What follows belongs to an exercise in optimizing a design on an open flow for small area; a production flow would make more cautious choices. In this exercise RTL edits were held to simulation tests only and were not proved equivalent to the original.

==> flow/design.v (outline; a module is shown in full before it is edited, if it fits) <==
// module cpx_multiply: 1430 lines
// module dot_prod_pip: 609 lines
// module arg_max: 55 lines
// module arg_max_gt: 242 lines
// module x_corr: 71 lines
module x_corr #(parameter xi_bits = 12,
                parameter xq_bits = 12,
                parameter yi_bits = 12,
                parameter yq_bits = 12,
                parameter i_bits = 31,
                parameter q_bits = 31,
                parameter length = 102,
                parameter length_counter_bits = 7,
                parameter out_max_bits = 62
                )
   (input clk,
    input                              rst,
    output                             s_axis_tready,
    input [xi_bits - 1:0]              xi,
    input [xq_bits - 1:0]              xq,
    input [yi_bits - 1:0]              yi,
    input [yq_bits - 1:0]              yq,
    input                              m_axis_tvalid,
    input                              m_axis_tready,
    output [out_max_bits - 1:0]        out_max,
    output [length_counter_bits - 1:0] index,
    output                             s_axis_tvalid
    );
  // ...
==> flow/run.sh <==
#!/bin/bash
# synth_recipe.tcl (not shown) runs the flow's synth.tcl, then flattens the netlist and writes it again
# the make line also repeats each setting of config.mk as NAME=value (left out here)
make -C /OpenROAD-flow-scripts/flow DESIGN_CONFIG=/design/flow/config.mk WORK_HOME=/design/flow/orfs CLKGATE_MAP_FILE= SYNTH_SCRIPT=/design/flow/synth_recipe.tcl finish
==> flow/config.mk <==
export PLATFORM = sky130hd
export DESIGN_NAME = x_corr
export DESIGN_NICKNAME = x_corr
export VERILOG_FILES = /design/flow/design.v
export SDC_FILE = /design/flow/constraint.sdc
export NUM_CORES = 4
export LEC_CHECK = 0
export ABC_AREA = 1
export CAP_MARGIN = 20
export CORE_MARGIN = 2
export CORE_UTILIZATION = 40
export SLEW_MARGIN = 20
==> flow/constraint.sdc <==
create_clock -name core_clock -period 10.0 [get_ports {clk}]
set_input_delay 2.0000 -clock core_clock [delete_from_list [all_inputs] [get_ports {clk}]]
set_output_delay 2.0000 -clock core_clock [all_outputs]
set_load 0.01 [all_outputs]
==> results.json, run 1 <==
{
  "synth_mux_area_share_pct": 0.0926,
  "critPathSlowestCell": "fa_1",
  "design.seq.count": 268,
  "taps": 1060,
  "rr_worst_depth": 44,
  "synth_xor_area_share_pct": 12.8,
  "synth_top_cell_area_share_pct": 25.7,
  "top_layer": "met5",
  "place.port_buffers": 120,
  "wirelength_mm": 99.6,
  "grt_util_met3_pct": 4.15,
  "core_area_um2": 80400,
  "startpoint": "st[0]",
  "outcome": "complete, no violations",
  "seqAreaFraction_pct": 16.4,
  "rsz0062_at_grt": "false",
  "gr-usage-all-layers_pct": 23.7,
  "ios": 123,
  "finalCritPeriodShare_pct": 92.6,
  "ys_ff_latch": 268,
  "layout_commonest_cell": "inv_1",
  "grt_remaining_overflow": 0,
  "start_util_pct": 40.3,
  "clk_pin_slew_ps": 60,
  "clk_latency_ps": 600,
  "vias": 26531,
  "cp-endpoint": "am.omax[51]",
  "final_cell_mix": "inv_1 (848), fa_1 (416), o22ai_1 (413)",
  "yosysUniqueCellTypes": 57,
  "cts_resized": 2
}
==> inputs of run 2 (changes only) <==
--- a/flow/design.v
+++ b/flow/design.v
@@ -1,14 +1,15 @@
 `timescale 1ns/1ns
 module cpx_multiply
   (input [11:0]  a, input [11:0] b, input [11:0] c, input [11:0] d,
    input         w,
    input [30:0]  bre, input [30:0] bim,
    output [30:0] nre, output [30:0] nim);
+   wire [26:0] rlow;
    wire rec0_one = c[0] ^ 1'b0;
    wire rec0_two = (c[1] & ~c[0] & ~1'b0) | (~c[1] & c[0] & 1'b0);
    wire rec0_neg = c[1];
    wire rec1_one = c[2] ^ c[1];
    wire rec1_two = (c[3] & ~c[2] & ~c[1]) | (~c[3] & c[2] & c[1]);
    wire rec1_neg = c[3];
    wire rec2_one = c[4] ^ c[3];
    wire rec2_two = (c[5] & ~c[4] & ~c[3]) | (~c[5] & c[4] & c[3]);
@@ -535,28 +536,16 @@
    wire rs166 = rc142 ^ rs143 ^ rpbd5_q11;
    wire rc166 = (rc142 & rs143) | (rc142 & rpbd5_q11) | (rs143 & rpbd5_q11);
    wire rs167 = rc143 ^ rs144 ^ 1'b1;
    wire rc167 = (rc143 & rs144) | (rc143 & 1'b1) | (rs144 & 1'b1);
    wire rs168 = rc144 ^ rc121 ^ bre[23];
    wire rc168 = (rc144 & rc121) | (rc144 & bre[23]) | (rc121 & bre[23]);
    wire rs169 = bre[24] ^ 1'b1;
    wire rc169 = bre[24] & 1'b1;
-   wire rs170 = bre[25] ^ 1'b1;
-   wire rc170 = bre[25] & 1'b1;
-   wire rs171 = bre[26] ^ 1'b1;
-   wire rc171 = bre[26] & 1'b1;
-   wire rs172 = bre[27] ^ 1'b1;
-   wire rc172 = bre[27] & 1'b1;
-   wire rs173 = bre[28] ^ 1'b1;
-   wire rc173 = bre[28] & 1'b1;
-   wire rs174 = bre[29] ^ 1'b1;
-   wire rc174 = bre[29] & 1'b1;
-   wire rs175 = bre[30] ^ 1'b1;
-   wire rc175 = bre[30] & 1'b1;
    wire rkg0_0 = rs145 & rpbd0_nneg;
    wire rkp0_0 = rs145 ^ rpbd0_nneg;
    wire rkg1_0 = rc145 & rs146;
    wire rkp1_0 = rc145 ^ rs146;
    wire rkg2_0 = rc146 & rs147;
    wire rkp2_0 = rc146 ^ rs147;
    wire rkg3_0 = rc147 & rs148;
    wire rkp3_0 = rc147 ^ rs148;
@@ -597,28 +586,18 @@
    wire rkg21_0 = rc165 & rs166;
    wire rkp21_0 = rc165 ^ rs166;
    wire rkg22_0 = rc166 & rs167;
    wire rkp22_0 = rc166 ^ rs167;
    wire rkg23_0 = rc167 & rs168;
    wire rkp23_0 = rc167 ^ rs168;
    wire rkg24_0 = rc168 & rs169;
    wire rkp24_0 = rc168 ^ rs169;
-   wire rkg25_0 = rc169 & rs170;
-   wire rkp25_0 = rc169 ^ rs170;
-   wire rkg26_0 = rc170 & rs171;
-   wire rkp26_0 = rc170 ^ rs171;
-   wire rkg27_0 = rc171 & rs172;
-   wire rkp27_0 = rc171 ^ rs172;
-   wire rkg28_0 = rc172 & rs173;
-   wire rkp28_0 = rc172 ^ rs173;
-   wire rkg29_0 = rc173 & rs174;
-   wire rkp29_0 = rc173 ^ rs174;
-   wire rkg30_0 = rc174 & rs175;
-   wire rkp30_0 = rc174 ^ rs175;
+   wire rkg25_0 = rc169 & 1'b1;
+   wire rkp25_0 = rc169 ^ 1'b1;
    wire rkG1 = rkg1_0 | (rkp1_0 & rkg0_0);
    wire rkP1 = rkp1_0 & rkp0_0;
    wire rkG2 = rkg3_0 | (rkp3_0 & rkg2_0);
    wire rkP2 = rkp3_0 & rkp2_0;
    wire rkG3 = rkg5_0 | (rkp5_0 & rkg4_0);
    wire rkP3 = rkp5_0 & rkp4_0;
    wire rkG4 = rkg7_0 | (rkp7_0 & rkg6_0);
    wire rkP4 = rkp7_0 & rkp6_0;
@@ -635,95 +614,99 @@
    wire rkG10 = rkg19_0 | (rkp19_0 & rkg18_0);
    wire rkP10 = rkp19_0 & rkp18_0;
    wire rkG11 = rkg21_0 | (rkp21_0 & rkg20_0);
    wire rkP11 = rkp21_0 & rkp20_0;
    wire rkG12 = rkg23_0 | (rkp23_0 & rkg22_0);
    wire rkP12 = rkp23_0 & rkp22_0;
    wire rkG13 = rkg25_0 | (rkp25_0 & rkg24_0);
    wire rkP13 = rkp25_0 & rkp24_0;
-   wire rkG14 = rkg27_0 | (rkp27_0 & rkg26_0);
-   wire rkP14 = rkp27_0 & rkp26_0;
-   wire rkG15 = rkg29_0 | (rkp29_0 & rkg28_0);
-   wire rkP15 = rkp29_0 & rkp28_0;
-   wire rkG16 = rkG2 | (rkP2 & rkG1);
-   wire rkP16 = rkP2 & rkP1;
-   wire rkG17 = rkG4 | (rkP4 & rkG3);
-   wire rkP17 = rkP4 & rkP3;
-   wire rkG18 = rkG6 | (rkP6 & rkG5);
-   wire rkP18 = rkP6 & rkP5;
-   wire rkG19 = rkG8 | (rkP8 & rkG7);
-   wire rkP19 = rkP8 & rkP7;
-   wire rkG20 = rkG10 | (rkP10 & rkG9);
-   wire rkP20 = rkP10 & rkP9;
-   wire rkG21 = rkG12 | (rkP12 & rkG11);
-   wire rkP21 = rkP12 & rkP11;
-   wire rkG22 = rkG14 | (rkP14 & rkG13);
-   wire rkP22 = rkP14 & rkP13;
-   wire rkG23 = rkG17 | (rkP17 & rkG16);
-   wire rkP23 = rkP17 & rkP16;
-   wire rkG24 = rkG19 | (rkP19 & rkG18);
-   wire rkP24 = rkP19 & rkP18;
-   wire rkG25 = rkG21 | (rkP21 & rkG20);
-   wire rkP25 = rkP21 & rkP20;
-   wire rkG26 = rkG24 | (rkP24 & rkG23);
-   wire rkP26 = rkP24 & rkP23;
-   wire rkG27 = rkG25 | (rkP25 & rkG26);
-   wire rkP27 = rkP25 & rkP26;
-   wire rkG28 = rkG18 | (rkP18 & rkG23);
-   wire rkP28 = rkP18 & rkP23;
-   wire rkG29 = rkG20 | (rkP20 & rkG26);
-   wire rkP29 = rkP20 & rkP26;
-   wire rkG30 = rkG22 | (rkP22 & rkG27);
-   wire rkP30 = rkP22 & rkP27;
-   wire rkG31 = rkG3 | (rkP3 & rkG16);
-   wire rkP31 = rkP3 & rkP16;
-   wire rkG32 = rkG5 | (rkP5 & rkG23);
-   wire rkP32 = rkP5 & rkP23;
-   wire rkG33 = rkG7 | (rkP7 & rkG28);
-   wire rkP33 = rkP7 & rkP28;
-   wire rkG34 = rkG9 | (rkP9 & rkG26);
-   wire rkP34 = rkP9 & rkP26;
-   wire rkG35 = rkG11 | (rkP11 & rkG29);
-   wire rkP35 = rkP11 & rkP29;
-   wire rkG36 = rkG13 | (rkP13 & rkG27);
-   wire rkP36 = rkP13 & rkP27;
-   wire rkG37 = rkG15 | (rkP15 & rkG30);
-   wire rkP37 = rkP15 & rkP30;
-   wire rkG38 = rkg2_0 | (rkp2_0 & rkG1);
-   wire rkP38 = rkp2_0 & rkP1;
-   wire rkG39 = rkg4_0 | (rkp4_0 & rkG16);
-   wire rkP39 = rkp4_0 & rkP16;
-   wire rkG40 = rkg6_0 | (rkp6_0 & rkG31);
-   wire rkP40 = rkp6_0 & rkP31;
-   wire rkG41 = rkg8_0 | (rkp8_0 & rkG23);
-   wire rkP41 = rkp8_0 & rkP23;
-   wire rkG42 = rkg10_0 | (rkp10_0 & rkG32);
-   wire rkP42 = rkp10_0 & rkP32;
-   wire rkG43 = rkg12_0 | (rkp12_0 & rkG28);
-   wire rkP43 = rkp12_0 & rkP28;
-   wire rkG44 = rkg14_0 | (rkp14_0 & rkG33);
-   wire rkP44 = rkp14_0 & rkP33;
-   wire rkG45 = rkg16_0 | (rkp16_0 & rkG26);
-   wire rkP45 = rkp16_0 & rkP26;
-   wire rkG46 = rkg18_0 | (rkp18_0 & rkG34);
-   wire rkP46 = rkp18_0 & rkP34;
-   wire rkG47 = rkg20_0 | (rkp20_0 & rkG29);
-   wire rkP47 = rkp20_0 & rkP29;
-   wire rkG48 = rkg22_0 | (rkp22_0 & rkG35);
-   wire rkP48 = rkp22_0 & rkP35;
-   wire rkG49 = rkg24_0 | (rkp24_0 & rkG27);
-   wire rkP49 = rkp24_0 & rkP27;
-   wire rkG50 = rkg26_0 | (rkp26_0 & rkG36);
-   wire rkP50 = rkp26_0 & rkP36;
-   wire rkG51 = rkg28_0 | (rkp28_0 & rkG30);
-   wire rkP51 = rkp28_0 & rkP30;
-   wire rkG52 = rkg30_0 | (rkp30_0 & rkG37);
-   wire rkP52 = rkp30_0 & rkP37;
-   assign nre = {(rkp30_0 ^ rkG37), (rkp29_0 ^ rkG51), (rkp28_0 ^ rkG30), (rkp27_0 ^ rkG50), (rkp26_0 ^ rkG36), (rkp25_0 ^ rkG49), (rkp24_0 ^ rkG27), (rkp23_0 ^ rkG48), (rkp22_0 ^ rkG35), (rkp21_0 ^ rkG47), (rkp20_0 ^ rkG29), (rkp19_0 ^ rkG46), (rkp18_0 ^ rkG34), (rkp17_0 ^ rkG45), (rkp16_0 ^ rkG26), (rkp15_0 ^ rkG44), (rkp14_0 ^ rkG33), (rkp13_0 ^ rkG43), (rkp12_0 ^ rkG28), (rkp11_0 ^ rkG42), (rkp10_0 ^ rkG32), (rkp9_0 ^ rkG41), (rkp8_0 ^ rkG23), (rkp7_0 ^ rkG40), (rkp6_0 ^ rkG31), (rkp5_0 ^ rkG39), (rkp4_0 ^ rkG16), (rkp3_0 ^ rkG38), (rkp2_0 ^ rkG1), (rkp1_0 ^ rkg0_0), rkp0_0};
+   wire rkG14 = rkG2 | (rkP2 & rkG1);
+   wire rkP14 = rkP2 & rkP1;
+   wire rkG15 = rkG4 | (rkP4 & rkG3);
+   wire rkP15 = rkP4 & rkP3;
+   wire rkG16 = rkG6 | (rkP6 & rkG5);
+   wire rkP16 = rkP6 & rkP5;
+   wire rkG17 = rkG8 | (rkP8 & rkG7);
+   wire rkP17 = rkP8 & rkP7;
+   wire rkG18 = rkG10 | (rkP10 & rkG9);
+   wire rkP18 = rkP10 & rkP9;
+   wire rkG19 = rkG12 | (rkP12 & rkG11);
+   wire rkP19 = rkP12 & rkP11;
+   wire rkG20 = rkG15 | (rkP15 & rkG14);
+   wire rkP20 = rkP15 & rkP14;
+   wire rkG21 = rkG17 | (rkP17 & rkG16);
+   wire rkP21 = rkP17 & rkP16;
+   wire rkG22 = rkG19 | (rkP19 & rkG18);
+   wire rkP22 = rkP19 & rkP18;
+   wire rkG23 = rkG21 | (rkP21 & rkG20);
+   wire rkP23 = rkP21 & rkP20;
+   wire rkG24 = rkG22 | (rkP22 & rkG23);
+   wire rkP24 = rkP22 & rkP23;
+   wire rkG25 = rkG16 | (rkP16 & rkG20);
+   wire rkP25 = rkP16 & rkP20;
+   wire rkG26 = rkG18 | (rkP18 & rkG23);
+   wire rkP26 = rkP18 & rkP23;
+   wire rkG27 = rkG3 | (rkP3 & rkG14);
+   wire rkP27 = rkP3 & rkP14;
+   wire rkG28 = rkG5 | (rkP5 & rkG20);
+   wire rkP28 = rkP5 & rkP20;
+   wire rkG29 = rkG7 | (rkP7 & rkG25);
+   wire rkP29 = rkP7 & rkP25;
+   wire rkG30 = rkG9 | (rkP9 & rkG23);
+   wire rkP30 = rkP9 & rkP23;
+   wire rkG31 = rkG11 | (rkP11 & rkG26);
+   wire rkP31 = rkP11 & rkP26;
+   wire rkG32 = rkG13 | (rkP13 & rkG24);
+   wire rkP32 = rkP13 & rkP24;
+   wire rkG33 = rkg2_0 | (rkp2_0 & rkG1);
+   wire rkP33 = rkp2_0 & rkP1;
+   wire rkG34 = rkg4_0 | (rkp4_0 & rkG14);
+   wire rkP34 = rkp4_0 & rkP14;
+   wire rkG35 = rkg6_0 | (rkp6_0 & rkG27);
+   wire rkP35 = rkp6_0 & rkP27;
+   wire rkG36 = rkg8_0 | (rkp8_0 & rkG20);
+   wire rkP36 = rkp8_0 & rkP20;
+   wire rkG37 = rkg10_0 | (rkp10_0 & rkG28);
+   wire rkP37 = rkp10_0 & rkP28;
+   wire rkG38 = rkg12_0 | (rkp12_0 & rkG25);
+   wire rkP38 = rkp12_0 & rkP25;
+   wire rkG39 = rkg14_0 | (rkp14_0 & rkG29);
+   wire rkP39 = rkp14_0 & rkP29;
+   wire rkG40 = rkg16_0 | (rkp16_0 & rkG23);
+   wire rkP40 = rkp16_0 & rkP23;
+   wire rkG41 = rkg18_0 | (rkp18_0 & rkG30);
+   wire rkP41 = rkp18_0 & rkP30;
+   wire rkG42 = rkg20_0 | (rkp20_0 & rkG26);
+   wire rkP42 = rkp20_0 & rkP26;
+   wire rkG43 = rkg22_0 | (rkp22_0 & rkG31);
+   wire rkP43 = rkp22_0 & rkP31;
+   wire rkG44 = rkg24_0 | (rkp24_0 & rkG24);
+   wire rkP44 = rkp24_0 & rkP24;
+   wire rkG45 = 1'b0 | (1'b1 & rkG32);
+   wire rkP45 = 1'b1 & rkP32;
+   assign rlow = {(1'b1 ^ rkG32), (rkp25_0 ^ rkG44), (rkp24_0 ^ rkG24), (rkp23_0 ^ rkG43), (rkp22_0 ^ rkG31), (rkp21_0 ^ rkG42), (rkp20_0 ^ rkG26), (rkp19_0 ^ rkG41), (rkp18_0 ^ rkG30), (rkp17_0 ^ rkG40), (rkp16_0 ^ rkG23), (rkp15_0 ^ rkG39), (rkp14_0 ^ rkG29), (rkp13_0 ^ rkG38), (rkp12_0 ^ rkG25), (rkp11_0 ^ rkG37), (rkp10_0 ^ rkG28), (rkp9_0 ^ rkG36), (rkp8_0 ^ rkG20), (rkp7_0 ^ rkG35), (rkp6_0 ^ rkG27), (rkp5_0 ^ rkG34), (rkp4_0 ^ rkG14), (rkp3_0 ^ rkG33), (rkp2_0 ^ rkG1), (rkp1_0 ^ rkg0_0), rkp0_0};
+   wire [5:0] rup = bre[30:25];
+   wire rinc = ~rlow[26] & rlow[25];
+   wire rdec = rlow[26];
+   wire [5:0] rp1, rp0;
+   assign rp1[0] = 1'b1;
+   assign rp0[0] = 1'b1;
+   assign rp1[1] = rp1[0] & rup[0];
+   assign rp0[1] = rp0[0] & ~rup[0];
+   assign rp1[2] = rp1[1] & rup[1];
+   assign rp0[2] = rp0[1] & ~rup[1];
+   assign rp1[3] = rp1[2] & rup[2];
+   assign rp0[3] = rp0[2] & ~rup[2];
+   assign rp1[4] = rp1[3] & rup[3];
+   assign rp0[4] = rp0[3] & ~rup[3];
+   assign rp1[5] = rp1[4] & rup[4];
+   assign rp0[5] = rp0[4] & ~rup[4];
+   assign nre = {rup ^ (({6{rinc}} & rp1) | ({6{rdec}} & rp0)), rlow[24:0]};
+   wire [26:0] ilow;
    wire iec0_one = c[0] ^ 1'b0;
    wire iec0_two = (c[1] & ~c[0] & ~1'b0) | (~c[1] & c[0] & 1'b0);
    wire iec0_neg = c[1];
    wire iec1_one = c[2] ^ c[1];
    wire iec1_two = (c[3] & ~c[2] & ~c[1]) | (~c[3] & c[2] & c[1]);
    wire iec1_neg = c[3];
    wire iec2_one = c[4] ^ c[3];
    wire iec2_two = (c[5] & ~c[4] & ~c[3]) | (~c[5] & c[4] & c[3]);
@@ -1244,28 +1227,16 @@
    wire is166 = ic142 ^ is143 ^ ipbc5_q11;
    wire ic166 = (ic142 & is143) | (ic142 & ipbc5_q11) | (is143 & ipbc5_q11);
    wire is167 = ic143 ^ is144 ^ 1'b1;
    wire ic167 = (ic143 & is144) | (ic143 & 1'b1) | (is144 & 1'b1);
    wire is168 = ic144 ^ ic121 ^ bim[23];
    wire ic168 = (ic144 & ic121) | (ic144 & bim[23]) | (ic121 & bim[23]);
    wire is169 = bim[24] ^ ~w;
    wire ic169 = bim[24] & ~w;
-   wire is170 = bim[25] ^ 1'b1;
-   wire ic170 = bim[25] & 1'b1;
-   wire is171 = bim[26] ^ 1'b1;
-   wire ic171 = bim[26] & 1'b1;
-   wire is172 = bim[27] ^ 1'b1;
-   wire ic172 = bim[27] & 1'b1;
-   wire is173 = bim[28] ^ 1'b1;
-   wire ic173 = bim[28] & 1'b1;
-   wire is174 = bim[29] ^ 1'b1;
-   wire ic174 = bim[29] & 1'b1;
-   wire is175 = bim[30] ^ 1'b1;
-   wire ic175 = bim[30] & 1'b1;
    wire ikg0_0 = is145 & iec0_neg;
    wire ikp0_0 = is145 ^ iec0_neg;
    wire ikg1_0 = ic145 & is146;
    wire ikp1_0 = ic145 ^ is146;
    wire ikg2_0 = ic146 & is147;
    wire ikp2_0 = ic146 ^ is147;
    wire ikg3_0 = ic147 & is148;
    wire ikp3_0 = ic147 ^ is148;
@@ -1306,28 +1277,18 @@
    wire ikg21_0 = ic165 & is166;
    wire ikp21_0 = ic165 ^ is166;
    wire ikg22_0 = ic166 & is167;
    wire ikp22_0 = ic166 ^ is167;
    wire ikg23_0 = ic167 & is168;
    wire ikp23_0 = ic167 ^ is168;
    wire ikg24_0 = ic168 & is169;
    wire ikp24_0 = ic168 ^ is169;
-   wire ikg25_0 = ic169 & is170;
-   wire ikp25_0 = ic169 ^ is170;
-   wire ikg26_0 = ic170 & is171;
-   wire ikp26_0 = ic170 ^ is171;
-   wire ikg27_0 = ic171 & is172;
-   wire ikp27_0 = ic171 ^ is172;
-   wire ikg28_0 = ic172 & is173;
-   wire ikp28_0 = ic172 ^ is173;
-   wire ikg29_0 = ic173 & is174;
-   wire ikp29_0 = ic173 ^ is174;
-   wire ikg30_0 = ic174 & is175;
-   wire ikp30_0 = ic174 ^ is175;
+   wire ikg25_0 = ic169 & 1'b1;
+   wire ikp25_0 = ic169 ^ 1'b1;
    wire ikG1 = ikg1_0 | (ikp1_0 & ikg0_0);
    wire ikP1 = ikp1_0 & ikp0_0;
    wire ikG2 = ikg3_0 | (ikp3_0 & ikg2_0);
    wire ikP2 = ikp3_0 & ikp2_0;
    wire ikG3 = ikg5_0 | (ikp5_0 & ikg4_0);
    wire ikP3 = ikp5_0 & ikp4_0;
    wire ikG4 = ikg7_0 | (ikp7_0 & ikg6_0);
    wire ikP4 = ikp7_0 & ikp6_0;
@@ -1344,95 +1305,98 @@
    wire ikG10 = ikg19_0 | (ikp19_0 & ikg18_0);
    wire ikP10 = ikp19_0 & ikp18_0;
    wire ikG11 = ikg21_0 | (ikp21_0 & ikg20_0);
    wire ikP11 = ikp21_0 & ikp20_0;
    wire ikG12 = ikg23_0 | (ikp23_0 & ikg22_0);
    wire ikP12 = ikp23_0 & ikp22_0;
    wire ikG13 = ikg25_0 | (ikp25_0 & ikg24_0);
    wire ikP13 = ikp25_0 & ikp24_0;
-   wire ikG14 = ikg27_0 | (ikp27_0 & ikg26_0);
-   wire ikP14 = ikp27_0 & ikp26_0;
-   wire ikG15 = ikg29_0 | (ikp29_0 & ikg28_0);
-   wire ikP15 = ikp29_0 & ikp28_0;
-   wire ikG16 = ikG2 | (ikP2 & ikG1);
-   wire ikP16 = ikP2 & ikP1;
-   wire ikG17 = ikG4 | (ikP4 & ikG3);
-   wire ikP17 = ikP4 & ikP3;
-   wire ikG18 = ikG6 | (ikP6 & ikG5);
-   wire ikP18 = ikP6 & ikP5;
-   wire ikG19 = ikG8 | (ikP8 & ikG7);
-   wire ikP19 = ikP8 & ikP7;
-   wire ikG20 = ikG10 | (ikP10 & ikG9);
-   wire ikP20 = ikP10 & ikP9;
-   wire ikG21 = ikG12 | (ikP12 & ikG11);
-   wire ikP21 = ikP12 & ikP11;
-   wire ikG22 = ikG14 | (ikP14 & ikG13);
-   wire ikP22 = ikP14 & ikP13;
-   wire ikG23 = ikG17 | (ikP17 & ikG16);
-   wire ikP23 = ikP17 & ikP16;
-   wire ikG24 = ikG19 | (ikP19 & ikG18);
-   wire ikP24 = ikP19 & ikP18;
-   wire ikG25 = ikG21 | (ikP21 & ikG20);
-   wire ikP25 = ikP21 & ikP20;
-   wire ikG26 = ikG24 | (ikP24 & ikG23);
-   wire ikP26 = ikP24 & ikP23;
-   wire ikG27 = ikG25 | (ikP25 & ikG26);
-   wire ikP27 = ikP25 & ikP26;
-   wire ikG28 = ikG18 | (ikP18 & ikG23);
-   wire ikP28 = ikP18 & ikP23;
-   wire ikG29 = ikG20 | (ikP20 & ikG26);
-   wire ikP29 = ikP20 & ikP26;
-   wire ikG30 = ikG22 | (ikP22 & ikG27);
-   wire ikP30 = ikP22 & ikP27;
-   wire ikG31 = ikG3 | (ikP3 & ikG16);
-   wire ikP31 = ikP3 & ikP16;
-   wire ikG32 = ikG5 | (ikP5 & ikG23);
-   wire ikP32 = ikP5 & ikP23;
-   wire ikG33 = ikG7 | (ikP7 & ikG28);
-   wire ikP33 = ikP7 & ikP28;
-   wire ikG34 = ikG9 | (ikP9 & ikG26);
-   wire ikP34 = ikP9 & ikP26;
-   wire ikG35 = ikG11 | (ikP11 & ikG29);
-   wire ikP35 = ikP11 & ikP29;
-   wire ikG36 = ikG13 | (ikP13 & ikG27);
-   wire ikP36 = ikP13 & ikP27;
-   wire ikG37 = ikG15 | (ikP15 & ikG30);
-   wire ikP37 = ikP15 & ikP30;
-   wire ikG38 = ikg2_0 | (ikp2_0 & ikG1);
-   wire ikP38 = ikp2_0 & ikP1;
-   wire ikG39 = ikg4_0 | (ikp4_0 & ikG16);
-   wire ikP39 = ikp4_0 & ikP16;
-   wire ikG40 = ikg6_0 | (ikp6_0 & ikG31);
-   wire ikP40 = ikp6_0 & ikP31;
-   wire ikG41 = ikg8_0 | (ikp8_0 & ikG23);
-   wire ikP41 = ikp8_0 & ikP23;
-   wire ikG42 = ikg10_0 | (ikp10_0 & ikG32);
-   wire ikP42 = ikp10_0 & ikP32;
-   wire ikG43 = ikg12_0 | (ikp12_0 & ikG28);
-   wire ikP43 = ikp12_0 & ikP28;
-   wire ikG44 = ikg14_0 | (ikp14_0 & ikG33);
-   wire ikP44 = ikp14_0 & ikP33;
-   wire ikG45 = ikg16_0 | (ikp16_0 & ikG26);
-   wire ikP45 = ikp16_0 & ikP26;
-   wire ikG46 = ikg18_0 | (ikp18_0 & ikG34);
-   wire ikP46 = ikp18_0 & ikP34;
-   wire ikG47 = ikg20_0 | (ikp20_0 & ikG29);
-   wire ikP47 = ikp20_0 & ikP29;
-   wire ikG48 = ikg22_0 | (ikp22_0 & ikG35);
-   wire ikP48 = ikp22_0 & ikP35;
-   wire ikG49 = ikg24_0 | (ikp24_0 & ikG27);
-   wire ikP49 = ikp24_0 & ikP27;
-   wire ikG50 = ikg26_0 | (ikp26_0 & ikG36);
-   wire ikP50 = ikp26_0 & ikP36;
-   wire ikG51 = ikg28_0 | (ikp28_0 & ikG30);
-   wire ikP51 = ikp28_0 & ikP30;
-   wire ikG52 = ikg30_0 | (ikp30_0 & ikG37);
-   wire ikP52 = ikp30_0 & ikP37;
-   assign nim = {(ikp30_0 ^ ikG37), (ikp29_0 ^ ikG51), (ikp28_0 ^ ikG30), (ikp27_0 ^ ikG50), (ikp26_0 ^ ikG36), (ikp25_0 ^ ikG49), (ikp24_0 ^ ikG27), (ikp23_0 ^ ikG48), (ikp22_0 ^ ikG35), (ikp21_0 ^ ikG47), (ikp20_0 ^ ikG29), (ikp19_0 ^ ikG46), (ikp18_0 ^ ikG34), (ikp17_0 ^ ikG45), (ikp16_0 ^ ikG26), (ikp15_0 ^ ikG44), (ikp14_0 ^ ikG33), (ikp13_0 ^ ikG43), (ikp12_0 ^ ikG28), (ikp11_0 ^ ikG42), (ikp10_0 ^ ikG32), (ikp9_0 ^ ikG41), (ikp8_0 ^ ikG23), (ikp7_0 ^ ikG40), (ikp6_0 ^ ikG31), (ikp5_0 ^ ikG39), (ikp4_0 ^ ikG16), (ikp3_0 ^ ikG38), (ikp2_0 ^ ikG1), (ikp1_0 ^ ikg0_0), ikp0_0};
+   wire ikG14 = ikG2 | (ikP2 & ikG1);
+   wire ikP14 = ikP2 & ikP1;
+   wire ikG15 = ikG4 | (ikP4 & ikG3);
+   wire ikP15 = ikP4 & ikP3;
+   wire ikG16 = ikG6 | (ikP6 & ikG5);
+   wire ikP16 = ikP6 & ikP5;
+   wire ikG17 = ikG8 | (ikP8 & ikG7);
+   wire ikP17 = ikP8 & ikP7;
+   wire ikG18 = ikG10 | (ikP10 & ikG9);
+   wire ikP18 = ikP10 & ikP9;
+   wire ikG19 = ikG12 | (ikP12 & ikG11);
+   wire ikP19 = ikP12 & ikP11;
+   wire ikG20 = ikG15 | (ikP15 & ikG14);
+   wire ikP20 = ikP15 & ikP14;
+   wire ikG21 = ikG17 | (ikP17 & ikG16);
+   wire ikP21 = ikP17 & ikP16;
+   wire ikG22 = ikG19 | (ikP19 & ikG18);
+   wire ikP22 = ikP19 & ikP18;
+   wire ikG23 = ikG21 | (ikP21 & ikG20);
+   wire ikP23 = ikP21 & ikP20;
+   wire ikG24 = ikG22 | (ikP22 & ikG23);
+   wire ikP24 = ikP22 & ikP23;
+   wire ikG25 = ikG16 | (ikP16 & ikG20);
+   wire ikP25 = ikP16 & ikP20;
+   wire ikG26 = ikG18 | (ikP18 & ikG23);
+   wire ikP26 = ikP18 & ikP23;
+   wire ikG27 = ikG3 | (ikP3 & ikG14);
+   wire ikP27 = ikP3 & ikP14;
+   wire ikG28 = ikG5 | (ikP5 & ikG20);
+   wire ikP28 = ikP5 & ikP20;
+   wire ikG29 = ikG7 | (ikP7 & ikG25);
+   wire ikP29 = ikP7 & ikP25;
+   wire ikG30 = ikG9 | (ikP9 & ikG23);
+   wire ikP30 = ikP9 & ikP23;
+   wire ikG31 = ikG11 | (ikP11 & ikG26);
+   wire ikP31 = ikP11 & ikP26;
+   wire ikG32 = ikG13 | (ikP13 & ikG24);
+   wire ikP32 = ikP13 & ikP24;
+   wire ikG33 = ikg2_0 | (ikp2_0 & ikG1);
+   wire ikP33 = ikp2_0 & ikP1;
+   wire ikG34 = ikg4_0 | (ikp4_0 & ikG14);
+   wire ikP34 = ikp4_0 & ikP14;
+   wire ikG35 = ikg6_0 | (ikp6_0 & ikG27);
+   wire ikP35 = ikp6_0 & ikP27;
+   wire ikG36 = ikg8_0 | (ikp8_0 & ikG20);
+   wire ikP36 = ikp8_0 & ikP20;
+   wire ikG37 = ikg10_0 | (ikp10_0 & ikG28);
+   wire ikP37 = ikp10_0 & ikP28;
+   wire ikG38 = ikg12_0 | (ikp12_0 & ikG25);
+   wire ikP38 = ikp12_0 & ikP25;
+   wire ikG39 = ikg14_0 | (ikp14_0 & ikG29);
+   wire ikP39 = ikp14_0 & ikP29;
+   wire ikG40 = ikg16_0 | (ikp16_0 & ikG23);
+   wire ikP40 = ikp16_0 & ikP23;
+   wire ikG41 = ikg18_0 | (ikp18_0 & ikG30);
+   wire ikP41 = ikp18_0 & ikP30;
+   wire ikG42 = ikg20_0 | (ikp20_0 & ikG26);
+   wire ikP42 = ikp20_0 & ikP26;
+   wire ikG43 = ikg22_0 | (ikp22_0 & ikG31);
+   wire ikP43 = ikp22_0 & ikP31;
+   wire ikG44 = ikg24_0 | (ikp24_0 & ikG24);
+   wire ikP44 = ikp24_0 & ikP24;
+   wire ikG45 = 1'b0 | (1'b1 & ikG32);
+   wire ikP45 = 1'b1 & ikP32;
+   assign ilow = {(1'b1 ^ ikG32), (ikp25_0 ^ ikG44), (ikp24_0 ^ ikG24), (ikp23_0 ^ ikG43), (ikp22_0 ^ ikG31), (ikp21_0 ^ ikG42), (ikp20_0 ^ ikG26), (ikp19_0 ^ ikG41), (ikp18_0 ^ ikG30), (ikp17_0 ^ ikG40), (ikp16_0 ^ ikG23), (ikp15_0 ^ ikG39), (ikp14_0 ^ ikG29), (ikp13_0 ^ ikG38), (ikp12_0 ^ ikG25), (ikp11_0 ^ ikG37), (ikp10_0 ^ ikG28), (ikp9_0 ^ ikG36), (ikp8_0 ^ ikG20), (ikp7_0 ^ ikG35), (ikp6_0 ^ ikG27), (ikp5_0 ^ ikG34), (ikp4_0 ^ ikG14), (ikp3_0 ^ ikG33), (ikp2_0 ^ ikG1), (ikp1_0 ^ ikg0_0), ikp0_0};
+   wire [5:0] iup = bim[30:25];
+   wire iinc = ~ilow[26] & ilow[25];
+   wire idec = ilow[26];
+   wire [5:0] ip1, ip0;
+   assign ip1[0] = 1'b1;
+   assign ip0[0] = 1'b1;
+   assign ip1[1] = ip1[0] & iup[0];
+   assign ip0[1] = ip0[0] & ~iup[0];
+   assign ip1[2] = ip1[1] & iup[1];
+   assign ip0[2] = ip0[1] & ~iup[1];
+   assign ip1[3] = ip1[2] & iup[2];
+   assign ip0[3] = ip0[2] & ~iup[2];
+   assign ip1[4] = ip1[3] & iup[3];
+   assign ip0[4] = ip0[3] & ~iup[3];
+   assign ip1[5] = ip1[4] & iup[4];
+   assign ip0[5] = ip0[4] & ~iup[4];
+   assign nim = {iup ^ (({6{iinc}} & ip1) | ({6{idec}} & ip0)), ilow[24:0]};
 endmodule  
 `timescale 1ns/1ns
 module dot_prod_pip
   (input             clk,
    input             load,
    input [3:0]       st,
    input [30:0]      re,
    input [30:0]      im,
--- a/flow/config.mk
+++ b/flow/config.mk
@@ -4,9 +4,10 @@
 export VERILOG_FILES = /design/flow/design.v
 export SDC_FILE = /design/flow/constraint.sdc
 export NUM_CORES = 4
 export LEC_CHECK = 0
 export ABC_AREA = 1
 export CAP_MARGIN = 20
 export CORE_MARGIN = 2
 export CORE_UTILIZATION = 40
+export CTS_BUF_LIST = sky130_fd_sc_hd__clkbuf_4 sky130_fd_sc_hd__clkbuf_8
 export SLEW_MARGIN = 20
==> results.json, run 2 <==
{
  "finalCritPeriodShare_pct": 95.3,
  "cts_htree_levels": 2,
  "slew_headroom_pct": 43.6,
  "worstMarginPinSlew_ps": 845,
  "cts_root_buf": "clkbuf_8",
  "cts_sinks": 268,
  "drtAntennaViolNets": 0,
  "largest_reg_flops": 60,
  "rows": 104,
  "first_pass_iters": 28,
  "yosysMostFrequentCell": "inv_1",
  "async_flop_share_pct": 0,
  "gr-usage-all-layers_pct": 23.9,
  "grt_pass1_wl_mm": 157,
  "vias": 26872,
  "synth_common_cells": "inv_1 (813), fa_1 (413), xor2_1 (411)",
  "hold_buffers": 0,
  "drive_above_1_share_pct": 10.7,
  "place.port_buffers": 120,
  "drc_errors": 0,
  "syn2layout_area_growth_pct": 13.7,
  "die-area_um2": 84100,
  "cp-end-kind": "register",
  "wirelength_mm": 102,
  "hold_slack_ps": 463,
  "cts_buffers": 50,
  "crit_fanout": 20,
  "dpl-instance-area_um2": 35700,
  "antenna_found_initial": 7,
  "outcome": "complete, no violations",
  "grt_max_degree": 71,
  "synth_flop_cell": "dfxtp_1",
  "start_util_pct": 40.5,
  "hp-class": "reg2reg",
  "synth-edff-count": 62,
  "synth.avg_cell_area_um2": 8.64,
  "cap_violations": 0,
  "die_height_um": 290,
  "finalMaxSlewViolations": 0,
  "hold_violations": 0,
  "yosys_warnings": 3,
  "fin_ws_ps": 469,
  "worst_clock_skew_ps": 44.1,
  "grt_pass1_vias": 27160,
  "nets": 4618,
  "yosysUniqueCellTypes": 61,
  "dp_slack_ps": -135,
  "viasPerCell": 5.33,
  "max-clock-path-buffers": 3,
  "yosysSeqAreaShare_pct": 18.3,
  "ys_ff_latch": 268,
  "crit_type": "reg2reg",
  "hpwlAfterDp_mm": 77.8,
  "synthesis.area_um2": 32700,
  "utilization_pct": 46.1,
  "fin_area_um2": 37200,
  "dp_cells": 4932,
  "die_w_um": 290,
  "final_cells": 5037,
  "arrival_ps": 10040,
  "synth_top_cell_area_share_pct": 25.3,
  "synth_top_cell_by_area": "fa_1",
  "synthTopCellsByArea": "fa_1 (25%), dfxtp_1 (13%), xor2_1 (11%)",
  "cts_tree": "done",
  "path_common_cell": "nand2_1",
  "drt_iter0_drc": 2047,
  "cp.required_ps": 10510,
  "grt_remaining_overflow": 0,
  "core_area_um2": 80800,
  "place.gp.congestion": 0.971,
  "fmax_ghz": 0.105,
  "clk_latency_ps": 640,
  "netlist_instances": 3789,
  "tns_ps": 0,
  "critPathLaunchType": "register",
  "largest-register": "am.omax",
  "reg_top3": "am.omax (60), mg.mag (56)",
  "setup_viol": 0,
  "clk_pin_slew_ps": 60,
  "layout_min_cycle_time_ps": 9530,
  "wl_per_cell_um": 20.3,
  "ios": 123,
  "critPathSlowestCell": "fa_1",
  "layout_commonest_cell": "inv_1",
  "slowest_delay_ps": 550,
  "final_cell_mix": "inv_1 (811), fa_1 (412), xor2_1 (409)"
}
run 2: final timing paths:
kind                                       start                  endpoint  slack, ps  cells after the start
worst max-delay path                       st[0]               am.omax[15]        470                     54
worst min-delay path            am.s_axis_tvalid  am.result_collected_buff        460                      2
worst max register to register             st[0]               am.omax[15]        470                     54
worst min register to register  am.s_axis_tvalid  am.result_collected_buff        460                      2
run 2: repair_timing:
item / in CTS / in global routing
pin swaps: 0 / 28
endpoints found under the setup margin: 57 / 67
cloned: 0 / 6
setup buffers: 0 / 15
resized for setup: 2 / 66
run 2: worst max-delay path, delay by kind of cell (launching register included):
kind | cells | cell delay, ps
flops | 1 | 340
buf+inv | 10 | 1150
compound gates | 8 | 1670
xor+xnor | 1 | 180
simple gates | 28 | 3490
fa+ha+maj | 7 | 2510
run 2: cell families after synthesis:
logic type      after synthesis  synth area share, %
xor+xnor                    470                 12.6
simple gates                627                 8.62
flops                       268                 18.3
compound gates              767                 15.1
other cells                   1               0.0115
mux                           1               0.0459
buf+inv                    1034                 12.2
fa+ha+maj                   621                 33.2
run 2: final cells by class:
class	count	area (um^2)
flip-flops and latches	268	5990
repair buffers	298	2670
inverters	837	3150
fillers	7882	43600
diodes	2	5.00
clock buffers	68	848
clock inverters	14	193
well taps	1060	1330
multi-input cells	2488	23000
repair inverters	2	20.0
run 2: layer usage:
metal  vias up  track usage (%)  part of all wire (%)
li1      12450                -                     -
met1     12970             31.8                    43
met2      1142             37.5                    44
met3       308             4.53                   7.7
met4         2             11.1                   5.2
met5         -                0                 0.013
==> inputs of run 3 (changes only) <==
==> flow/flow/run.sh (new file) <==
#!/bin/bash
# Layout flow: the standard synthesis, then a polarity clean-up of the
# mapped netlist (flow/polarity.py: full adders built on complemented
# signals, and XOR/XNOR swapped, where that saves inverters; registers and
# ports untouched), then the standard ORFS layout with one-drive port
# buffers and a clock tree of small buffers without dummy loads.
# Each tool's output goes to a log file in this folder.
set -euo pipefail
W=$(pwd)
R=$W/orfs/results/$FLOW_PLATFORM/x_corr/base

bash standard.sh synth > synth.log 2>&1

cp "$R/1_2_yosys.v" "$W/netlist_standard.v"
python3 flow/polarity.py "$W/netlist_standard.v" "$W/netlist_polarity.v" > polarity.log 2>&1
cp "$W/netlist_polarity.v" "$R/1_2_yosys.v"
rm -f "$R/1_synth.odb" "$R/1_synth.sdc"

bash standard.sh \
  BUFFER_PORTS_ARGS="-buffer_cell sky130_fd_sc_hd__buf_1" \
  CTS_ARGS="-sink_clustering_enable -repair_clock_nets -dont_use_dummy_load -buf_list {sky130_fd_sc_hd__clkbuf_4 sky130_fd_sc_hd__clkbuf_8}" \
  finish > layout.log 2>&1
==> flow/flow/polarity.py (new file) <==
#!/usr/bin/env python3
"""Polarity clean-up of a mapped sky130 netlist (Yosys write_verilog output).

Full adders are self-dual: FA(~a,~b,~c) = (~sum, ~cout). Yosys's full-adder
extraction leaves many inverters between adders. This script chooses, per
full adder, whether to build it on complemented signals, and per XOR/XNOR
gate which of the two to use, so that as few inverters as possible remain.
Registers, ports and all other cells are left as they are. The result is
logically identical to the input netlist.

usage: polarity.py IN.v OUT.v
"""
import re, sys, random
from collections import defaultdict

P = "sky130_fd_sc_hd__"
OUTPINS = {"X", "Y", "Q", "Q_N", "SUM", "COUT", "HI", "LO"}

def esc(n):
    # escaped identifiers end at white space
    return n + " " if n.startswith("\\") else n

def main(src, dst):
    text = open(src).read()
    m = re.search(r"^\s*module\s", text, re.M)
    head_end = None
    cell_re = re.compile(r"^  (\S+) (\\\S+ |\S+) ?\((.*?)\n  \);\n", re.S | re.M)
    pin_re = re.compile(r"\.(\w+)\(([^()]*)\)")
    cells = []
    spans = []
    for mm in cell_re.finditer(text):
        typ, name, body = mm.group(1), mm.group(2).strip(), mm.group(3)
        pins = [(p, n.strip()) for p, n in pin_re.findall(body)]
        cells.append([typ, name, pins])
        spans.append((mm.start(), mm.end()))
    ncell_lines = len(re.findall(r"^  sky130_fd_sc_hd__", text, re.M))
    if not cells or ncell_lines != len(cells):
        # not the netlist format this script knows: leave it unchanged
        print(f"parsed {len(cells)} of {ncell_lines} cells; netlist left unchanged")
        open(dst, "w").write(text)
        return
    # the cells must form one contiguous block
    for (a, b), (c, d) in zip(spans, spans[1:]):
        if text[b:c].strip():
            print("text between cells; netlist left unchanged")
            open(dst, "w").write(text)
            return
    # ports
    ports = set()
    for mm in re.finditer(r"^\s*(input|output)\s+(\[(\d+):(\d+)\]\s*)?(\S+);", text, re.M):
        if mm.group(1) != "output":
            continue
        nm = mm.group(5)
        if mm.group(2):
            hi, lo = int(mm.group(3)), int(mm.group(4))
            for i in range(min(hi, lo), max(hi, lo) + 1):
                ports.add(f"{nm}[{i}]")
        else:
            ports.add(nm)
    isinv = lambda t: t.startswith(P + "inv_") or t.startswith(P + "clkinv_")
    isfa = lambda t: t.startswith(P + "fa_")
    isxor = lambda t: t.startswith(P + "xor2_") or t.startswith(P + "xnor2_")
    driver = {}
    loads = defaultdict(list)
    for ci, (typ, name, pins) in enumerate(cells):
        for p, n in pins:
            if p in OUTPINS:
                driver[n] = (ci, p)
            else:
                loads[n].append((ci, p))
    # root resolution through inverters
    memo = {}
    def root(n):
        if n in memo:
            return memo[n]
        d = driver.get(n)
        if d is not None and isinv(cells[d[0]][0]):
            inp = dict(cells[d[0]][2])["A"]
            r, q = root(inp)
            res = (r, q ^ 1)
        else:
            res = (n, 0)
        memo[n] = res
        return res
    # inverters that drive ports stay; everything else is rebuilt
    keep_inv = set()
    for ci, (typ, name, pins) in enumerate(cells):
        if isinv(typ):
            out = dict(pins)["Y"]
            if out in ports:
                keep_inv.add(ci)
    # flippable cells: FA (not driving ports), XOR/XNOR (free)
    flip = {}
    fa_cells = []
    for ci, (typ, name, pins) in enumerate(cells):
        if isfa(typ):
            outs = [n for p, n in pins if p in OUTPINS]
            if not any(o in ports for o in outs):
                flip[ci] = 0
                fa_cells.append(ci)
        elif isxor(typ):
            outs = [n for p, n in pins if p in OUTPINS]
            if not any(o in ports for o in outs):
                flip[ci] = 0
    # load requirements: list of (ci, pin, root, parity) for non-inverter loads
    # and kept inverters (which need parity on their input)
    reqs = defaultdict(list)     # root -> list of (ci, pin, q)
    cell_in_roots = defaultdict(list)
    for ci, (typ, name, pins) in enumerate(cells):
        if isinv(typ) and ci not in keep_inv:
            continue
        for p, n in pins:
            if p in OUTPINS:
                continue
            if n.startswith("1'") or n.startswith("0'"):
                continue
            r, q = root(n)
            reqs[r].append((ci, p, q))
            cell_in_roots[ci].append(r)
    for n in ports:
        r, q = root(n)
        d = driver.get(n)
        if d is not None and isinv(cells[d[0]][0]):
            continue  # handled by kept inverter
        if n != r:
            print("port through buffer?", n, r)
    def phys(r):
        d = driver.get(r)
        if d is not None and d[0] in flip and isfa(cells[d[0]][0]):
            return flip[d[0]]
        if d is not None and d[0] in flip and isxor(cells[d[0]][0]):
            return flip[d[0]]
        return 0
    def need_inv(r):
        pr = phys(r)
        for ci, p, q in reqs[r]:
            t = cells[ci][0]
            if ci in flip and isxor(t):
                continue  # absorbed
            f = flip.get(ci, 0) if isfa(t) else 0
            if (q ^ f) != pr:
                return 1
        return 0
    def cost_roots(rs):
        return sum(need_inv(r) for r in rs)
    def touched(ci):
        rs = set(cell_in_roots[ci])
        for p, n in cells[ci][2]:
            if p in OUTPINS:
                rs.add(n)
        return rs
    allroots = set(reqs.keys())
    before = cost_roots(allroots)
    flippable = list(flip.keys())
    tt = {ci: touched(ci) for ci in flippable}
    # greedy passes, then simulated annealing, keeping the best assignment
    random.seed(1)
    cur = before
    best = cur
    best_flip = dict(flip)
    it = 0
    T = 0.6
    steps = 400 * len(flippable)
    for step in range(steps):
        ci = flippable[random.randrange(len(flippable))]
        rs = tt[ci]
        c0 = cost_roots(rs)
        flip[ci] ^= 1
        c1 = cost_roots(rs)
        d = c1 - c0
        if d <= 0 or random.random() < pow(2.718, -d / T):
            cur += d
            if cur < best:
                best = cur
                best_flip = dict(flip)
        else:
            flip[ci] ^= 1
        T = max(0.05, 0.6 * (1 - step / steps))
    flip.update(best_flip)
    improved = True
    while improved:
        improved = False
        it += 1
        for ci in flippable:
            rs = tt[ci]
            c0 = cost_roots(rs)
            flip[ci] ^= 1
            if cost_roots(rs) < c0:
                improved = True
            else:
                flip[ci] ^= 1
    after = cost_roots(allroots)
    # rebuild: for each root needing an inverter, one new inverter
    invnet = {}
    newcells = []
    k = 0
    for r in sorted(allroots):
        if need_inv(r):
            k += 1
            nn = f"_pol{k}_"
            invnet[r] = nn
            newcells.append((P + "inv_1", f"_polinv{k}_", [("A", r), ("Y", nn)]))
    def conn(ci, p, n):
        r, q = root(n)
        t = cells[ci][0]
        if ci in flip and isxor(t):
            return r
        f = flip.get(ci, 0) if isfa(t) else 0
        if (q ^ f) != phys(r):
            return invnet[r]
        return r
    out_cells = []
    for ci, (typ, name, pins) in enumerate(cells):
        if isinv(typ) and ci not in keep_inv:
            continue
        newpins = []
        if ci in flip and isxor(typ):
            # parity absorbed: xor of physical inputs vs wanted
            par = flip[ci]
            for p, n in pins:
                if p in OUTPINS:
                    newpins.append((p, n))
                    continue
                r, q = root(n)
                par ^= q ^ phys(r)
                newpins.append((p, r))
            base = "xor2_" if typ.startswith(P + "xor2_") else "xnor2_"
            # cell value = base(phys inputs); wanted output physical = true ^ flip
            # true = base(true inputs) = base(phys) ^ (q^phys parity sum)
            isx = (base == "xor2_")
            want_x = isx ^ bool(par)
            drive = typ.split("_")[-1]
            typ2 = P + ("xor2_" if want_x else "xnor2_") + drive
            opin = "X" if want_x else "Y"
            newpins = [((opin if p in OUTPINS else p), n) for p, n in newpins]
            out_cells.append((typ2, name, newpins))
            continue
        for p, n in pins:
            if p in OUTPINS or n.startswith("1'") or n.startswith("0'"):
                newpins.append((p, n))
            else:
                newpins.append((p, conn(ci, p, n)))
        out_cells.append((typ, name, newpins))
    out_cells.extend(newcells)
    # write: header (everything before first cell), declare new wires, cells, endmodule
    first = spans[0][0]
    last = spans[-1][1]
    head = text[:first]
    tail = text[last:]
    decl = "".join(f"  wire _pol{i}_;\n" for i in range(1, k + 1))
    body = []
    for typ, name, pins in out_cells:
        body.append(f"  {typ} {esc(name)} (\n" + ",\n".join(f"    .{p}({esc(n)})" for p, n in pins) + "\n  );\n")
    open(dst, "w").write(head + decl + "".join(body) + tail)
    ninv0 = sum(1 for c in cells if isinv(c[0]))
    print(f"cells {len(cells)}; inverters {ninv0} -> {len(keep_inv) + k}; roots needing inverter {before} -> {after}; passes {it}")
    nfl = sum(1 for ci in fa_cells if flip[ci])
    print(f"full adders flipped: {nfl} of {len(fa_cells)}")

if __name__ == "__main__":
    main(sys.argv[1], sys.argv[2])
==> flow/standard.sh (new file) <==
#!/bin/bash
# synth_recipe.tcl (not shown) runs the flow's synth.tcl, then flattens the netlist and writes it again
# the make line also repeats each setting of config.mk as NAME=value (left out here)
make -C /OpenROAD-flow-scripts/flow DESIGN_CONFIG=/design/flow/config.mk WORK_HOME=/design/flow/orfs CLKGATE_MAP_FILE= SYNTH_SCRIPT=/design/flow/synth_recipe.tcl "${@:-finish}"
--- a/flow/config.mk
+++ b/flow/config.mk
@@ -10,4 +10,3 @@
 export CORE_MARGIN = 2
-export CORE_UTILIZATION = 40
-export CTS_BUF_LIST = sky130_fd_sc_hd__clkbuf_4 sky130_fd_sc_hd__clkbuf_8
+export CORE_UTILIZATION = 65
 export SLEW_MARGIN = 20
removed: flow/run.sh
==> results.json, run 3 <==
{
  "multi_input_comb_area_um2": 23100,
  "die_w_um": 224,
  "n_fill_cell": 3609,
  "grt_pass1_wl_mm": 156,
  "slew_headroom_pct": 32.9,
  "clk_latency_ps": 640,
  "path_common_cell": "nand2_2",
  "largest_reg_flops": 60,
  "worst_clock_skew_ps": 89.7,
  "cap_violations": 0,
  "largest-register": "am.omax",
  "place.port_buffers": 120,
  "grt_remaining_overflow": 0,
  "layout_min_cycle_time_ps": 9600,
  "reg_top3": "am.omax (60), mg.mag (56)",
  "antenna_found_initial": 6,
  "first_pass_iters": 7,
  "cts_sinks": 268,
  "grt_max_degree": 64,
  "hp-class": "reg2reg",
  "yosys_warnings": 3,
  "wl_per_cell_um": 24.3,
  "gr-usage-all-layers_pct": 40.9,
  "rows": 80,
  "clk_pin_slew_ps": 60,
  "hold_violations": 0,
  "hold-path-cell-count": 2,
  "finalMaxSlewViolations": 0,
  "setup_viol": 0,
  "syn2layout_area_growth_pct": 8.58,
  "drive_above_1_share_pct": 9.90,
  "critPathSlowestCell": "fa_1",
  "hpwlAfterDp_mm": 78.7,
  "die-area_um2": 50200,
  "drtAntennaViolNets": 0,
  "worstMarginPinSlew_ps": 997,
  "die_height_um": 224,
  "drc_errors": 0,
  "layout_commonest_cell": "inv_1",
  "cts_htree_levels": 2,
  "viasPerCell": 6.37,
  "cts_buffers": 48,
  "finalCritPeriodShare_pct": 96.0,
  "fmax_ghz": 0.104,
  "synth.avg_cell_area_um2": 9.10,
  "cp-end-kind": "register",
  "grt_pass1_vias": 27944,
  "synthesis.area_um2": 31500,
  "vias": 26768,
  "outcome": "complete, no violations",
  "hold_buffers": 0,
  "place.gp.congestion": 1.05,
  "wirelength_mm": 102,
  "cts_root_buf": "clkbuf_8",
  "hold_slack_ps": 461,
  "arrival_ps": 10090,
  "ios": 123,
  "cp.required_ps": 10490,
  "max-clock-path-buffers": 3,
  "crit_type": "reg2reg",
  "cts_tree": "done",
  "crit_fanout": 10,
  "start_util_pct": 66.0,
  "core_area_um2": 47700,
  "critPathLaunchType": "register",
  "tns_ps": 0,
  "final_cell_mix": "inv_1 (506), fa_1 (413), o22ai_1 (365)",
  "drt_iter0_drc": 2497,
  "slowest_delay_ps": 590,
  "register_area_um2": 6000,
  "netlist_instances": 3463,
  "nets": 4260,
  "rr_worst_depth": 53
}
-- run 3: what timing repair did --
item,4_1_cts,5_1_grt
endpoints found under the setup margin,65,67
buffers inserted,0,27
resized for setup,3,109
pin swaps,0,26
cloned,0,4
-- run 3: final cells by class --
| cell class | instances | share of cell area [%] |
|---|---|---|
| antenna | 3 | 0.0219 |
| clock buffer | 48 | 1.93 |
| inverter | 511 | 5.63 |
| multi-input combinational | 2488 | 67.5 |
| sequential | 268 | 17.5 |
| tap | 615 | 2.25 |
| timing repair buffer | 270 | 5.18 |
-- run 3: critical path: cells and delay by family (launching register included) --
kind / cells / cell delay (ps)
compound gates: 10 / 1600
simple gates: 28 / 3880
flops: 1 / 370
buf+inv: 7 / 820
fa+ha+maj: 7 / 2580
xor+xnor: 1 / 160
-- run 3: stage by stage --
stage | utilization, % | std cells | cell area (um^2) | setup slack, ps
finish | 71.6 | 4203 | 34200 | 404
global placement | 68.7 | 4121 | 32800 | 187
detailed placement | 68.7 | 4121 | 32800 | -161
CTS | 70.1 | 4169 | 33500 | 6.02
floorplan | - | 3464 | 31500 | 1220
global route | 71.6 | 4201 | 34200 | -115
-- run 3: worst paths after layout --
| kind | slack [ps] | end | startpoint |
|---|---|---|---|
| setup / recovery | 400 | am.omax[5] | st[1] |
| hold / removal | 460 | am.result_collected_buff | am.s_axis_tvalid |
| setup reg to reg | 400 | am.omax[5] | st[1] |
| hold reg to reg | 460 | am.result_collected_buff | am.s_axis_tvalid |
-- run 3: per-layer routing --
metal | share of wire (%) | wire [um] | GRT usage [%]
met1 | 36 | 37100 | 48.5
met2 | 47 | 48600 | 67.9
met3 | 9.1 | 9280 | 9.02
met4 | 7.2 | 7340 | 25.1
met5 | 0.022 | 23 | 0
==> inputs of run 4 (changes only) <==
--- a/flow/config.mk
+++ b/flow/config.mk
@@ -10,3 +10,3 @@
 export CORE_MARGIN = 2
-export CORE_UTILIZATION = 65
+export CORE_UTILIZATION = 40
 export SLEW_MARGIN = 20
==> results.json, run 4 <==
{
  "start_util_pct": 40.5,
  "startpoint": "st[0]",
  "tns_ps": 0,
  "first_pass_iters": 5,
  "cts_htree_levels": 2,
  "cp.required_ps": 10460,
  "register_area_um2": 5990,
  "cts_tree": "done",
  "worst_clock_skew_ps": 78.4,
  "syn2layout_area_growth_pct": 9.45,
  "finalCritPeriodShare_pct": 92.9,
  "dp_slack_ps": 132,
  "crit_type": "reg2reg",
  "hold-path-cell-count": 2,
  "rows": 102,
  "clk_pin_slew_ps": 60,
  "place.gp.congestion": 0.991,
  "reg2reg_from": "st[0]",
  "cts_sinks": 268,
  "hold_end": "am.result_collected_buff",
  "gr-usage-all-layers_pct": 23.8,
  "drc_errors": 0,
  "layout_min_cycle_time_ps": 9290,
  "synthesis.area_um2": 31500,
  "final_cell_mix": "inv_1 (507), fa_1 (413), o22ai_1 (364)",
  "arrival_ps": 9750,
  "drtAntennaViolNets": 0,
  "grt_pass1_vias": 25677,
  "die_height_um": 285,
  "max-clock-path-buffers": 3,
  "grt_remaining_overflow": 0,
  "antenna_found_initial": 5,
  "vias": 25251,
  "largest-register": "am.omax",
  "layout_commonest_cell": "inv_1",
  "min-delay-start": "am.s_axis_tvalid",
  "cts_root_buf": "clkbuf_8",
  "setup_viol": 0,
  "drive_above_1_share_pct": 9.31,
  "hpwlAfterDp_mm": 75.1,
  "fin_ws_ps": 706,
  "grt_pass1_wl_mm": 150,
  "cap_violations": 0,
  "core_area_um2": 77700,
  "n_fill_cell": 7611,
  "reg_top3": "am.omax (60), mg.mag (56)",
  "place.port_buffers": 120,
  "viasPerCell": 5.47,
  "wirelength_mm": 96.7,
  "synth.avg_cell_area_um2": 9.10,
  "finalMaxSlewViolations": 0,
  "slew_headroom_pct": 43.1,
  "utilization_pct": 44.4,
  "cp-end-kind": "register",
  "path_common_cell": "nand2_1",
  "multi_input_comb_area_um2": 23000,
  "yosys_warnings": 3,
  "worst_r2r_endpoint": "am.omax[9]",
  "wl_per_cell_um": 20.9,
  "hold_violations": 0,
  "rr_worst_depth": 56,
  "drt_iter0_drc": 2121,
  "outcome": "complete, no violations",
  "crit_fanout": 70,
  "critPathSlowestCell": "fa_1",
  "clk_latency_ps": 640,
  "r2r_slack_ps": 710,
  "largest_reg_flops": 60,
  "netlist_instances": 3463,
  "die_w_um": 285,
  "cts_buffers": 50,
  "hp-class": "reg2reg",
  "die-area_um2": 81000,
  "worstMarginPinSlew_ps": 851,
  "grt_max_degree": 71,
  "critPathLaunchType": "register",
  "slowest_delay_ps": 540,
  "nets": 4251,
  "ios": 123,
  "fmax_ghz": 0.108
}
run 4: through the flow:
stage	std cells	hold WS, ps	cell area (um^2)
6_report	4620	459	34500
2_1_floorplan	3464	457	31500
5_1_grt	4617	492	34500
4_1_cts	4607	459	34200
3_3_place_gp	4557	449	33500
3_5_place_dp	4557	456	33500
run 4: worst max-delay path by stage:
stage	end	slack [ps]	cells after the start
final	am.omax[9]	710	56
after global routing	am.omax[7]	-50	54
after CTS	am.omax[9]	100	55
after detailed placement	am.omax[11]	130	55
after global placement	am.omax[0]	420	55
after floorplan	am.index[0]	1220	56
run 4: layer usage:
metal | global-route usage [%] | vias to the layer above | wire length [um]
li1 | - | 11683 | -
met1 | 32.0 | 12222 | 41600
met2 | 37.5 | 1079 | 43100
met3 | 4.48 | 267 | 7660
met4 | 9.93 | 0 | 4360
met5 | 0 | - | 0
run 4: critical path: cells and delay by family (launching register included):
family | cells | cell delay (ps)
buffers and inverters | 7 | 800
adder cells (fa/ha/maj) | 7 | 2490
flip-flops | 1 | 350
AO/OA/AOI/OAI | 9 | 1330
AND/OR/NAND/NOR | 32 | 3900
XOR/XNOR | 1 | 240
run 4: final cells by class:
cell class	instances	share of cell area, %
repair buffers	259	4.62
multi-input cells	2488	66.6
clock buffers	50	2.00
flip-flops and latches	268	17.4
diodes	4	0.0290
inverters	511	5.56
well taps	1040	3.77
run 4: what timing repair did:
action / in CTS / in global routing
hold endpoints to repair: 0 / 0
gates resized for setup: 0 / 51
buffers inserted: 0 / 8
hold buffers: 0 / 0
setup endpoints to repair: 0 / 67

separate check: timing with driven ports:
How much do the figures lean on ideal ports? The routed layouts below were timed once more, with nothing changed but the port constraints. Step 1 sets driving cells, clkbuf_16 on the clock port and buf_2 on the other inputs (assumed; they add their load-dependent delay and slew). Step 2 moves the port delays by t, midway between the first and last clock arrival at a register: inputs arrive t later, outputs are due t later. That takes back most of the time a late clock gives input paths. a / b / c = no drivers / after step 1 / after step 2; a / b = the first two.
| run | t, ns | slack for setup (ns) | worst setup path at the end | clock arrival spread, ns | pins driven straight from the clock port |
|---|---|---|---|---|---|
| run 1 | 0.655 | 0.742 / 0.742 / 0.186 | input to register | 0.018 / 0.019 | 1 |
| run 2 | 0.689 | 0.469 / 0.469 / 0.337 | input to register | 0.045 / 0.046 | 1 |
| run 3 | 0.666 | 0.404 / 0.404 / 0.339 | input to register | 0.094 / 0.094 | 1 |
| run 4 | 0.662 | 0.706 / 0.706 / 0.435 | input to register | 0.080 / 0.080 | 1 |
After both steps setup and hold are still met in every run listed. The setup slack of run 1, which loses most, moves by 0.000 ns with the drivers and by -0.556 ns with both steps.
